What follows belongs to an exercise in optimizing a design on an open flow for small area; a production flow would make more cautious choices. Function was checked by simulation only, so behaviour that the tests miss may differ from the original. Power figures rest on the tool's default switching activity, not on a simulated workload.

===== design/flow/run.sh =====
#!/bin/bash
# synth_recipe.tcl (not shown) runs the flow's synth.tcl, then flattens the netlist and writes it again
# the make line also repeats each setting of config.mk as NAME=value (left out here)
make -C /OpenROAD-flow-scripts/flow DESIGN_CONFIG=/design/flow/config.mk WORK_HOME=/design/flow/orfs CLKGATE_MAP_FILE= SYNTH_SCRIPT=/design/flow/synth_recipe.tcl finish

===== design/flow/config.mk =====
export PLATFORM = sky130hd
export DESIGN_NAME = clock
export DESIGN_NICKNAME = clock
export VERILOG_FILES = /design/flow/design.v
export SDC_FILE = /design/flow/constraint.sdc
export NUM_CORES = 4
export LEC_CHECK = 0
export CAP_MARGIN = 20
export CORE_MARGIN = 2
export CORE_UTILIZATION = 40
export PLACE_DENSITY = 0.6
export SLEW_MARGIN = 20

===== design/flow/constraint.sdc =====
create_clock -name core_clock -period 10.0 [get_ports {clk}]
set_input_delay 2.0000 -clock core_clock [delete_from_list [all_inputs] [get_ports {clk}]]
set_output_delay 2.0000 -clock core_clock [all_outputs]
set_load 0.01 [all_outputs]

===== design/flow/design.v =====
`timescale 1ns / 1ps
module clock
(
    input clk,
    input rst_n,
    input [2:0]key,
    output led,
    output  reg[3:0]dig,
    output reg dp,
    output  reg[7:0]smg
);
    parameter CLK_FRE = 26'd1_000;
    parameter SCAN_DIV = 4;
reg [4:0] rstn_cnt;
always @(posedge clk)
begin
	if(!rst_n)
		rstn_cnt <=  5'd0;
	else if(rstn_cnt==5'h1f)  
		rstn_cnt <=  rstn_cnt;
	else 
		rstn_cnt <=  rstn_cnt + 1'b1;
end 
wire rstn;
assign rstn = rstn_cnt[4] & rst_n;
wire [3:0] hour_h_o,hour_l_o,minutes_h_o,minutes_l_o;
wire [2:0] state_flag;
watch_data_gen #(
    .CLK_FRE    (CLK_FRE    )
) u_watch_data_gen
(
	.clk		(clk		), 
	.rstn		(rstn		), 
	.key		(key		),
	.hour_h_o	(hour_h_o	), 
	.hour_l_o	(hour_l_o	), 
	.minutes_h_o(minutes_h_o), 
	.minutes_l_o(minutes_l_o), 
	.second_led	(led		), 
	.state_flag (state_flag )  
);
wire clk_100khz;
div_clk #(
    .CLK_FRE      (CLK_FRE    ),
    .CLK_DIV_10US (SCAN_DIV   )
)  div_clk
(
	.clk		(clk),
	.rstn		(rstn),
	.clk_100khz (clk_100khz)
);
reg  [1:0]sel;
wire [3:0]dig0;
wire [7:0]smg0;
always @(posedge clk)
begin
	if(!rstn)
		sel <=  2'd0;
	else if(clk_100khz)
		sel <=  sel+1'b1;
end 
seq_control seq_control_0
(
	.clk(clk),
	.sec_en(led),
	.control_dig(state_flag),
	.sel(2'd0),
	.key(hour_h_o),         
	.dig(dig0),
	.smg(smg0)
);
wire [3:0]dig1;
wire [7:0]smg1;
seq_control seq_control_1
(
	.clk(clk),
	.sec_en(led),
	.control_dig(state_flag),
	.sel(2'd1),
	.key(hour_l_o),
	.dig(dig1),
	.smg(smg1)
);
wire [3:0]dig2;
wire [7:0]smg2;
seq_control seq_control_2
(
	.clk(clk),
	.sec_en(led),
	.control_dig(state_flag),
	.sel(2'd2),
	.key(minutes_h_o),
	.dig(dig2),
	.smg(smg2)
);
wire [3:0]dig3;
wire [7:0]smg3;
seq_control seq_control_3
(
	.clk(clk),
	.sec_en(led),
	.control_dig(state_flag),
	.sel(2'd3),
	.key(minutes_l_o),   
	.dig(dig3),
	.smg(smg3)
);
always @(posedge clk)
begin
    if(!rstn)
        dp <= 1'b0;
    else if(clk_100khz) begin
        if(state_flag!=5)
            dp <= 1'b0;
        else if(state_flag==5)
            dp <= 1'b1;
    end
end
always @(posedge clk)
begin
	if(!rstn)
		dig <=  4'd0;
	else if(clk_100khz) begin
		if(sel==2'b00)
			dig <=  dig0;
		else if(sel==2'b01)
			dig <=  dig1;
		else if(sel==2'b10)
			dig <=  dig2;
		else if(sel==2'b11)
			dig <=  dig3;
	end
end 
always @(posedge clk)
begin
	if(!rstn)
		smg <=  8'd0;
	else if(clk_100khz) begin
		if(sel==2'b00)
			smg <=  smg0;
		else if(sel==2'b01)
			smg <=  smg1;
		else if(sel==2'b10)
			smg <=  smg2;
		else if(sel==2'b11)
			smg <=  smg3;
	end
end
endmodule
`timescale 1ns / 1ps
module watch_data_gen #(
    parameter CLK_FRE = 26'd27_000_000
)
(
	input clk,
	input rstn,
	input [2:0]key,
	output reg [3:0]hour_h_o,
	output reg [3:0]hour_l_o,
	output reg [3:0]minutes_h_o,
	output reg [3:0]minutes_l_o,
	output reg second_led,
	output reg [2:0]state_flag
);
reg [25:0]second_cnt;
always @(posedge clk)
begin
    if(!rstn)
        second_cnt <= 1'b1;
    else begin
        if(second_cnt==CLK_FRE-1'b1)
            second_cnt <=  26'd0;
        else 
            second_cnt <=  second_cnt + 1'b1;
    end
end 
always @(posedge clk)
begin
    if(!rstn)
        second_led <=  1'b0;
    if(second_cnt==(CLK_FRE>>1)-1'b1)
        second_led <=  1'b1;
    else if(second_cnt==CLK_FRE-1'b1)
        second_led <=  1'b0;
end 
reg [3:0]minutes_h;
reg [3:0]minutes_l;
reg [3:0]hour_h;
reg [3:0]hour_l;
reg [3:0]minutes_l_fix;
reg [3:0]minutes_h_fix;
reg [3:0]hour_l_fix;
reg [3:0]hour_h_fix;
wire [2:0]key_out;
btn_deb #(
   .BT_WIDTH(4'd3),
   .CLK_FRE (CLK_FRE)
)
u_btn_deb
(
    .clk	(clk),
    .rstn	(rstn),
    .btn_in (key),                              
    .btn_out(key_out)
);
reg [2:0]key_out_reg;
always @(posedge clk)
begin
	if(!rstn)
		key_out_reg <=  3'd0;
	else
		key_out_reg <=  key_out;
end 
reg [2:0]key_cnt;
always @(posedge clk)
begin
	if(!rstn)
		key_cnt <=  3'd0;
	else if(key_cnt==3'd5 && (!key_out[0] && key_out_reg[0]))
		key_cnt <=  3'd0;
	else if(!key_out[0] && key_out_reg[0])
		key_cnt <=  key_cnt + 1'b1;
end 
always @(posedge clk)
begin
    if(!rstn)
        minutes_l_fix <=  4'd0;
    else if(key_cnt==3'd0)
        minutes_l_fix <=  minutes_l;
    else if(!key_out[1] && key_out_reg[1] && key_cnt==3'd1 && minutes_l_fix == 4'd9)
        minutes_l_fix <=  4'd0; 
    else if(!key_out[2] && key_out_reg[2] && key_cnt==3'd1 && minutes_l_fix == 4'd0)
        minutes_l_fix <=  4'd9; 
    else if(!key_out[1] && key_out_reg[1] && key_cnt==3'd1)
        minutes_l_fix <=  minutes_l_fix + 1'b1; 
    else if(!key_out[2] && key_out_reg[2] && key_cnt==3'd1)
        minutes_l_fix <=  minutes_l_fix - 1'b1;	 
end 
always @(posedge clk)
begin
	if(!rstn)
		minutes_h_fix <=  4'd0;
	else if(key_cnt!=3'd2)
		minutes_h_fix <=  minutes_h; 
	else if(!key_out[1] && key_out_reg[1] && key_cnt==3'd2 && minutes_h_fix == 4'd5)
		minutes_h_fix <=  4'd0; 
	else if(!key_out[2] && key_out_reg[2] && key_cnt==3'd2 && minutes_h_fix == 4'd0)
		minutes_h_fix <=  4'd5; 
	else if(!key_out[1] && key_out_reg[1] && key_cnt==3'd2)
		minutes_h_fix <=  minutes_h_fix + 1'b1; 
	else if(!key_out[2] && key_out_reg[2] && key_cnt==3'd2)
		minutes_h_fix <=  minutes_h_fix - 1'b1; 
end 
always @(posedge clk)
begin
	if(!rstn)
		hour_l_fix <=  4'd0;
	else if(key_cnt!=3'd3 )
		hour_l_fix <=  hour_l;
	else if(!key_out[1] && key_out_reg[1] && key_cnt==3'd3 && hour_h_o != 4'd2 && hour_l_fix==4'd9)
		hour_l_fix <=  4'd0; 
	else if(!key_out[1] && key_out_reg[1] && key_cnt==3'd3 && hour_h_o == 4'd2 && hour_l_fix==4'd3)
		hour_l_fix <=  4'd0; 
	else if(!key_out[2] && key_out_reg[2] && key_cnt==3'd3 && hour_h_o != 4'd2 && hour_l_fix==4'd0)
		hour_l_fix <=  4'd9; 
	else if(!key_out[2] && key_out_reg[2] && key_cnt==3'd3 && hour_h_o == 4'd2 && hour_l_fix==4'd0)
		hour_l_fix <=  4'd3; 
	else if(!key_out[1] && key_out_reg[1] && key_cnt==3'd3)
		hour_l_fix <=  hour_l_fix + 1'b1; 
	else if(!key_out[2] && key_out_reg[2] && key_cnt==3'd3)
		hour_l_fix <=  hour_l_fix - 1'b1;		
end 
always @(posedge clk)
begin
	if(!rstn)
		hour_h_fix <=  4'd0;
	else if(key_cnt!=3'd4)
		hour_h_fix <=  hour_h;
	else if(!key_out[1] && key_out_reg[1] && key_cnt==3'd4 && hour_h_fix == 4'd2)
		hour_h_fix <=  4'd0; 
	else if(!key_out[2] && key_out_reg[2] && key_cnt==3'd4 && hour_h_fix == 4'd0)
		hour_h_fix <=  4'd2; 
	else if(!key_out[1] && key_out_reg[1] && key_cnt==3'd4 )
		hour_h_fix <=  hour_h_fix + 1'b1; 
	else if(!key_out[2] && key_out_reg[2] && key_cnt==3'd4)
		hour_h_fix <=  hour_h_fix - 1'b1; 
end 
reg [5:0]second_flag;
always @(posedge clk)
begin
    begin
        if(!rstn)
            second_flag <= 6'd0;
        else if(second_cnt==CLK_FRE-1'b1 && second_flag==6'd59)
            second_flag <= 6'd0;
        else if(second_cnt==CLK_FRE-1'b1)
            second_flag <= second_flag + 1'b1;
    end
end 
reg pause;
reg [3:0]sec_h;
reg [3:0]sec_l;
reg [3:0]min_h;
reg [3:0]min_l;
always@(posedge clk) begin
    if(!rstn)
        pause <= 1'b0;
    else if(key_cnt == 3'd5 && (!key_out[1] && key_out_reg[1]))
        pause <= ~pause;
    else if(key_cnt != 3'd5)
        pause <= 1'b0; 
    else    
        pause <= pause;            
end
always @(posedge clk)
begin
    if(!rstn || (!key_out[2] && key_out_reg[2]))
        sec_l <=  4'd0;  
    else if(~pause && key_cnt==3'd5)begin
             if(second_cnt==CLK_FRE-1'b1)begin
                if(sec_l==6'd9)
                    sec_l <= 1'b0;	
                else 
                    sec_l <=  sec_l+1'b1;
              end
      end
    else if(pause==1&& key_cnt==3'd5)
        sec_l <= sec_l;
end 
always @(posedge clk)
begin
    if(!rstn || (!key_out[2] && key_out_reg[2]))
        sec_h <=  4'd0;
    else if(~pause && key_cnt==3'd5)
        if(second_cnt==CLK_FRE-1'b1)begin
            if(sec_l==6'd9)
                sec_h <= sec_h +1'b1;
                if(sec_h==6'd9)
                    sec_h <= 1'b0;
        end
    else if(pause==1&& key_cnt==3'd5)
        sec_h <= sec_h;
end
always @(posedge clk)
begin
    if(!rstn)
        minutes_l <=  4'd0;
    else if(key_cnt==3'd1)
        minutes_l <=  minutes_l_fix;
    else if(second_cnt==CLK_FRE-1'b1 && second_flag==6'd59 && minutes_l==4'd9)
        minutes_l <=  4'd0;	
    else if(second_cnt==CLK_FRE-1'b1 && second_flag==6'd59)
        minutes_l <=  minutes_l +1'b1;	
end 
always @(posedge clk)
begin
	if(!rstn)
		minutes_h <=  4'd0;
	else if(key_cnt==3'd2)
		minutes_h <=  minutes_h_fix;
	else if(second_cnt==CLK_FRE-1'b1 && second_flag==6'd59 && minutes_h==4'd5  && minutes_l==4'd9)
		minutes_h <=  4'd0;
	else if(second_cnt==CLK_FRE-1'b1 && second_flag==6'd59 && minutes_l==4'd9 )
		minutes_h <=  minutes_h +1'b1;		
end 
always @(posedge clk)
begin
	if(!rstn)
		hour_l <=  4'd0;
	else if(key_cnt==3'd3)
		hour_l <=  hour_l_fix;
	else if(hour_h!=4'd2 && hour_l==4'd9 && second_cnt==CLK_FRE-1'b1 && second_flag==6'd59 && minutes_h==4'd5 && minutes_l==4'd9 )
		hour_l <=  4'd0;
	else if(hour_h==4'd2 && hour_l==4'd3 && second_cnt==CLK_FRE-1'b1 && second_flag==6'd59  && minutes_h==4'd5 && minutes_l==4'd9 )
		hour_l <=  4'd0;			
	else if(second_cnt==CLK_FRE-1'b1 && minutes_h==4'd5 && minutes_l==4'd9 && second_flag==6'd59)
		hour_l <=  hour_l +1'b1;			
end 
always @(posedge clk)
begin
	if(!rstn)
		hour_h <=  4'd0;
	else if(key_cnt==3'd4)
		hour_h <=  hour_h_fix;
	else if(hour_h==4'd2 && hour_l==4'd3 && second_cnt==CLK_FRE-1'b1 && minutes_h==4'd5 && minutes_l==4'd9 && second_flag==6'd59)
		hour_h <=  4'd0;
	else if(hour_l==4'd9 && second_cnt==CLK_FRE-1'b1 && minutes_h==4'd5 && minutes_l==4'd9 && second_flag==6'd59)
		hour_h <=  hour_h + 1'b1;		
end 
always @(posedge clk)
begin
    if(!rstn)begin
        minutes_l_o <= 4'd0;
        minutes_h_o <= 4'd0;
        hour_l_o <= 4'd0;
        hour_h_o <= 4'd0;
        state_flag <=  3'd0;
    end
    else if(key_cnt!=3'd5)begin
        minutes_l_o <= minutes_l;
        minutes_h_o <= minutes_h;	
        hour_l_o <= hour_l;
        hour_h_o <= hour_h;
        state_flag <=  key_cnt;
    end
    else if  (key_cnt==3'd5)
        begin
        minutes_l_o <= sec_l;
        minutes_h_o <= sec_h;	
        state_flag <=  key_cnt;
    end
end 
endmodule
`timescale 1ns / 1ps
module btn_deb #(
    parameter     BT_WIDTH = 4'd8,
    parameter     CLK_FRE  = 26'd50_000_000
)
(
    input                          clk,
    input                          rstn,
    input      [BT_WIDTH-1:0]      btn_in,
    output reg [BT_WIDTH-1:0]      btn_out
);
    localparam  CLK_DIV = CLK_FRE/50;
    reg [19:0] time_cnt;  
    always @(posedge clk)
    begin
        if(!rstn)
            time_cnt <=  20'd0;
        else if(time_cnt == CLK_DIV-1'b1)
            time_cnt <=  20'd0;
        else
            time_cnt <=  time_cnt + 20'd1;
    end
    always @(posedge clk)
    begin
        if(!rstn)
            btn_out <=  {BT_WIDTH{1'b1}};
        else if(time_cnt == 0)    
            btn_out <=  btn_in;
    end
endmodule
`timescale 1ns / 1ps
module div_clk #(
    parameter     CLK_FRE  = 26'd50_000_000,
    parameter     CLK_DIV_10US = CLK_FRE/100_000
)
(
	input clk,
	input rstn,
	output  clk_100khz
);
reg [8:0]cnt;
always @(posedge clk)
begin
	if(!rstn)
		cnt<=  9'd0;
	else if(cnt == CLK_DIV_10US - 1'b1)
		cnt<=  9'd0;
	else 
		cnt <=  cnt + 1'b1;
end  
reg flag;
always @(posedge clk)
begin
	if(!rstn)
		flag <=  1'b0;
	else if(cnt == (CLK_DIV_10US>>1) - 1'b1)
		flag <=  1'b1;
	else if(cnt == CLK_DIV_10US - 1'b1)
		flag <=  1'b0;
end 
assign clk_100khz = rstn && (cnt == (CLK_DIV_10US>>1) - 1'b1);
endmodule
`timescale 1ns / 1ps
module seq_control
(
	input clk,
	input sec_en,
	input [2:0]control_dig,
	input [1:0]sel,
	input [3:0]key,
	output reg [3:0]dig,
	output reg [7:0]smg
);
reg [3:0] shin_control;
always @(posedge clk)
begin
	if(shin_control==4'd8)
		shin_control <=  4'd0;
	else 
		shin_control <=  shin_control + 1'b1;
end 
always @(*)
begin
	case(control_dig)
		4'd0:
			case(sel)
				2'd0:dig = 4'b0001;
				2'd1:dig = 4'b0010;
				2'd2:dig = 4'b0100;
				2'd3:dig = 4'b1000;
			default:dig =  4'b0000;
			endcase
		4'd5:
			case(sel)
				2'd0:dig = 4'b0000;
				2'd1:dig = 4'b0000;
				2'd2:dig = 4'b0100;
				2'd3:dig = 4'b1000;
			default:dig =  4'b0000;
			endcase        
		4'd4:
			case(sel)
				2'd0:begin if(sec_en) dig = 4'b0001 ;else dig = 4'b0000; end
				2'd1:dig = 4'b0010;
				2'd2:dig = 4'b0100;
				2'd3:dig = 4'b1000;
			default:dig =  4'b0000;
			endcase
		4'd3:
			case(sel)
				2'd0:dig = 4'b0001;
				2'd1:begin if(sec_en) dig = 4'b0010 ;else dig = 4'b0000; end 
				2'd2:dig = 4'b0100;
				2'd3:dig = 4'b1000;
			default:dig =  4'b0000;
			endcase
		4'd2:
			case(sel)
				2'd0:dig = 4'b0001;
				2'd1:dig = 4'b0010;
				2'd2:begin if(sec_en) dig = 4'b0100 ;else dig = 4'b0000; end 
				2'd3:dig = 4'b1000;
			default:dig = 4'b0000;
			endcase
		4'd1:
			case(sel)
				2'd0:dig = 4'b0001;
				2'd1:dig = 4'b0010;
				2'd2:dig = 4'b0100;
				2'd3:begin if(sec_en) dig = 4'b1000 ;else dig = 4'b0000; end 
			default:dig = 4'b0000;
			endcase
		default:dig = 4'b0000;
	endcase 
end
always @(*)
begin
	case(key)
		4'd0:smg = ~(8'h3f); 
		4'd1:smg = ~(8'h06); 
		4'd2:smg = ~(8'h5b); 
		4'd3:smg = ~(8'h4f); 
		4'd4:smg = ~(8'h66); 
		4'd5:smg = ~(8'h6d); 
		4'd6:smg = ~(8'h7d); 
		4'd7:smg = ~(8'h07); 
		4'd8:smg = ~(8'h7f); 
		4'd9:smg = ~(8'h6f); 
		default:smg = ~(8'h00);		
	endcase
end 
endmodule

==> summary.md <==
| Metric | Value |
|---|---|
| Crit Path Category | input port to flop |
| Leakage | 0.00354 uW |
| Register Area | 3420 um2 |
| Syn nets | 1132 |
| Critical Path Source Type | input port |
| Commonest non-fill, non-tap cell in the layout | dfxtp_1 |
| Max_cap viols | 0 |
| Root Buffer | clkbuf_16 |
| GRT Total Usage | 0.169 |
| Router iterations before antenna repair | 6 |
| Setup TNS | 0 ps |
| Worst hold start | smg[7] |
| Most frequent cells in the layout | dfxtp_1, nor2_1, nand2_1, a21oi_1, ha_1 |
| Cell Rows | 54 |
| HPWL after detailed placement | 13600 um |
| CTS Sinks | 171 |
| Max reg flops | 26 |
| Final setup vio count | 0 |
| Sw Pwr | 303 uW |
| Avg Vias per Cell | 5.33 |
| Clock buffer depth | 2 |
| Critical Path End Type | flop |
| HP Class | flop to flop |
| Met3 usage in global routing | 0.0352 |
| Clock skew | 10.1 ps |
| Grt peak-use layer | met2 |
| Met2 Use GR | 0.270 |
| CTS clock-pin slew for the worst setup and hold paths | 70 ps |
| FMAX | 240 MHz |
| Crit-path slowest cell | clkdlybuf4s50_1 |
| R2r startpoint | u_watch_data_gen.key_cnt[0] |
| N_diodes | 0 |
| Final Max Slew Viols | 0 |
| Logic pwr share | 0.004 |
| WHS | 448 ps |
| Avg Cell Area, Syn | 8.43 um2 |
| Largest net degree at the start of global routing | 54 |
| Crit share post-route | 0.417 |
| Share of cells above drive strength 1 | 0.0516 |
| Core Footprint | 22000 um2 |
| Flops & latches, synth | 171 |
| Die Ht | 154 um |
| Initial Util | 0.411 |
| Syn Inst Count | 1070 |
| Main flop type after synthesis | dfxtp_1 |
| Layout area overhead | 11.1% |
| Crit path from | rst_n |
| Status | finished clean |
| Total number of yosys warnings | 5 |
| Number of buffers created by CTS | 17 |
| Post-Route WL | 19200 um |
| DIE AREA | 23800 um2 |
| Setup slack after layout | 5830 ps |
| DRC Markers | 0 |
| CTS tree | yes |
| Most flops, register | u_watch_data_gen.second_cnt |
| Die W | 154 um |
| CP max FO | 37 |
| Gpl congestion | 0.788 |
| IO Pins | 19 |
| Period minus WS final | 4170 ps |
| PD cells | 134 nW/um2 |
| Met1 Use GR | 0.234 |
| Worst rel slew slack | 0.363 |
| Wire length per cell | 14.1 um |
| Least-Margin Pin Slew | 942 ps |
| Drt initial violations | 458 |
| Synth unique cells | 71 |
| Latest clock arrival within the worst-skew pair | 440 ps |
| VDD IR max | 0.0944 mV |
| Unrepaired setup endpoints after global routing | no |
| Aggregate global routing overflow | 0 |
| Sw Ratio | 0.226 |
| Crit path cell chain | clkdlybuf4s50_1 -> and2_2 -> buf_4 -> o21ai_0 -> inv_1 -> ha_1 -> nor2_1 -> a221oi_1 -> nor2_1 |
| Req. time, crit path | 10320 ps |
| EDFF count, synth | 0 |
| Post-synth ARST share | 0 |
| Area of the multi-input gates | 5240 um2 |
| Fin nets | 1134 |
| # H-tree levels | 4 |
| Antenna violations before repair | 0 |
| Internal cell power | 1040 uW |
| Vias in the first global route | 6765 |
| CP peak stage delay | 620 ps |
| Pre-CTS setup slack | 5260 ps |
| Global-route wire length before repair | 33300 um |
| Mapped Area | 9010 um2 |
| Layout filler cell count | 2133 |
| IO buf count | 18 |
| Sequential share of the synthesized area | 0.380 |
| Post-CTS sizing | 0 |
| Vias | 7278 |
| Share of power burned in registers | 0.508 |
| Setup bufs post-CTS | 0 |
| Cell mode on critical path | nor2_1 |
| Antenna-violating nets left | 0 |
| Biggest regs | u_watch_data_gen.second_cnt x26, u_watch_data_gen.u_btn_deb.time_cnt x20, div_clk.cnt x9 |
| Final Hold Fails | 0 |
| Clk pwr share | 0.488 |
| Cts hold-fix bufs | 0 |
| Critical Path AT | 4500 ps |
==> through the flow <==
step | std cells | total power (uW) | cell area [um2] | utilization
after floorplan | 1070 | 701 | 9010 | -
after global placement | 1333 | 703 | 9420 | 0.429
after detailed placement | 1333 | 703 | 9420 | 0.429
after CTS | 1365 | 1360 | 10000 | 0.456
after global routing | 1365 | 1390 | 10000 | 0.456
final | 1365 | 1340 | 10000 | 0.456
==> worst paths after layout <==
path,endpoint,slack (ps),depth (start not counted)
max,smg3[4],5830,9
min,smg[7],450,2
max reg2reg,u_watch_data_gen.minutes_h_fix[3],6940,10
min reg2reg,smg[7],450,2
==> kinds of logic (layout without fill, tap and decap cells) <==
family | Yosys count | count (layout) | share of synthesized area
AOI/OAI and AO/OA | 199 | 199 | 0.136
xor gates and xnor gates | 72 | 72 | 0.0700
adders and majority gates | 57 | 57 | 0.0824
and+or+nand+nor | 441 | 441 | 0.247
buffers and inverters | 92 | 107 | 0.0415
DFF | 171 | 171 | 0.380
muxes | 38 | 38 | 0.0426
==> metal layers <==
layer  wire length [um]  up-vias
met1               9720     3354
met2               8750      108
met3                605       13
li1                   -     3803
met4                158        0
met5                  0        -
==> cells in the mapped netlist (all sizes together) (3+ instances only) <==
cell type  number  area share
mux2i          35       0.039
nor3           30       0.017
a311oi          3      0.0029
nand2          90       0.037
xnor2          47       0.046
a31oi          22       0.015
o31ai           6      0.0050
buf             8      0.0044
a21o            6      0.0050
nor4b           7      0.0068
nor2          120       0.050
nand3b         10      0.0083
nand2b         13      0.0090
fa              4      0.0089
ha             53       0.074
and4            5      0.0050
mux2            3      0.0037
a21oi          57       0.032
or4             8      0.0067
nor3b           3      0.0025
and2            8      0.0056
o21ai          52       0.029
clkbuf         33       0.015
nand4b          4      0.0039
or3             6      0.0042
o2111ai         3      0.0029
and3           21       0.015
nand4          16       0.011
nor4           25       0.017
a31o            3      0.0029
dfxtp         171        0.38
or2             3      0.0024
a21boi          8      0.0067
xor2           25       0.024
a211oi          5      0.0042
inv            50       0.021
nand3          51       0.028
a22oi          12       0.010
nor2b          13      0.0090
==> power by group through the flow <==
stage | logic (uW) | registers, uW | clock network [uW]
after detailed placement | 4.81 | 698 | 0
after global routing | 5.69 | 682 | 702
final | 4.73 | 682 | 655
after global placement | 4.64 | 698 | 0
after floorplan | 2.79 | 698 | 0
after CTS | 4.86 | 682 | 672
==> final cells by class <==
class,instances,share of cell area
timing repair buffer,25,0.0232
tap,280,0.0350
clock buffer,18,0.0429
sequential,171,0.342
clock inverter,14,0.0154
inverter,50,0.0187
multi-input combinational,807,0.523
==> critical path, delay by kind of cell <==
kind	cells	cell delay, ps
buffers and inverters	3	1230
adder cells (fa/ha/maj)	1	180
AO/OA/AOI/OAI	2	590
AND/OR/NAND/NOR	3	490

## port drivers added, routing unchanged
How much do the figures lean on ideal ports? The routed layout below was timed once more, with nothing changed but the port constraints.
Step 1, drivers: a clkbuf_16 drives clk and a buf_2 each remaining input, both assumed.
Step 2 also shifts input and output timing later by t, the mid clock arrival at the registers, as if the neighbouring blocks saw the same clock.
a / b / c = ideal ports / drivers / drivers and shift; a / b = the first two.
t (ns): 0.478
setup slack, ns: 5.826 / 5.850 / 5.372
hold WS [ns]: 0.448 / 0.448 / 0.448
worst register clock-pin slew, ns: 0.07 / 0.07
After both steps setup and hold are still met in this run. The setup slack of this run moves by +0.024 ns with the drivers and by -0.454 ns with both steps.
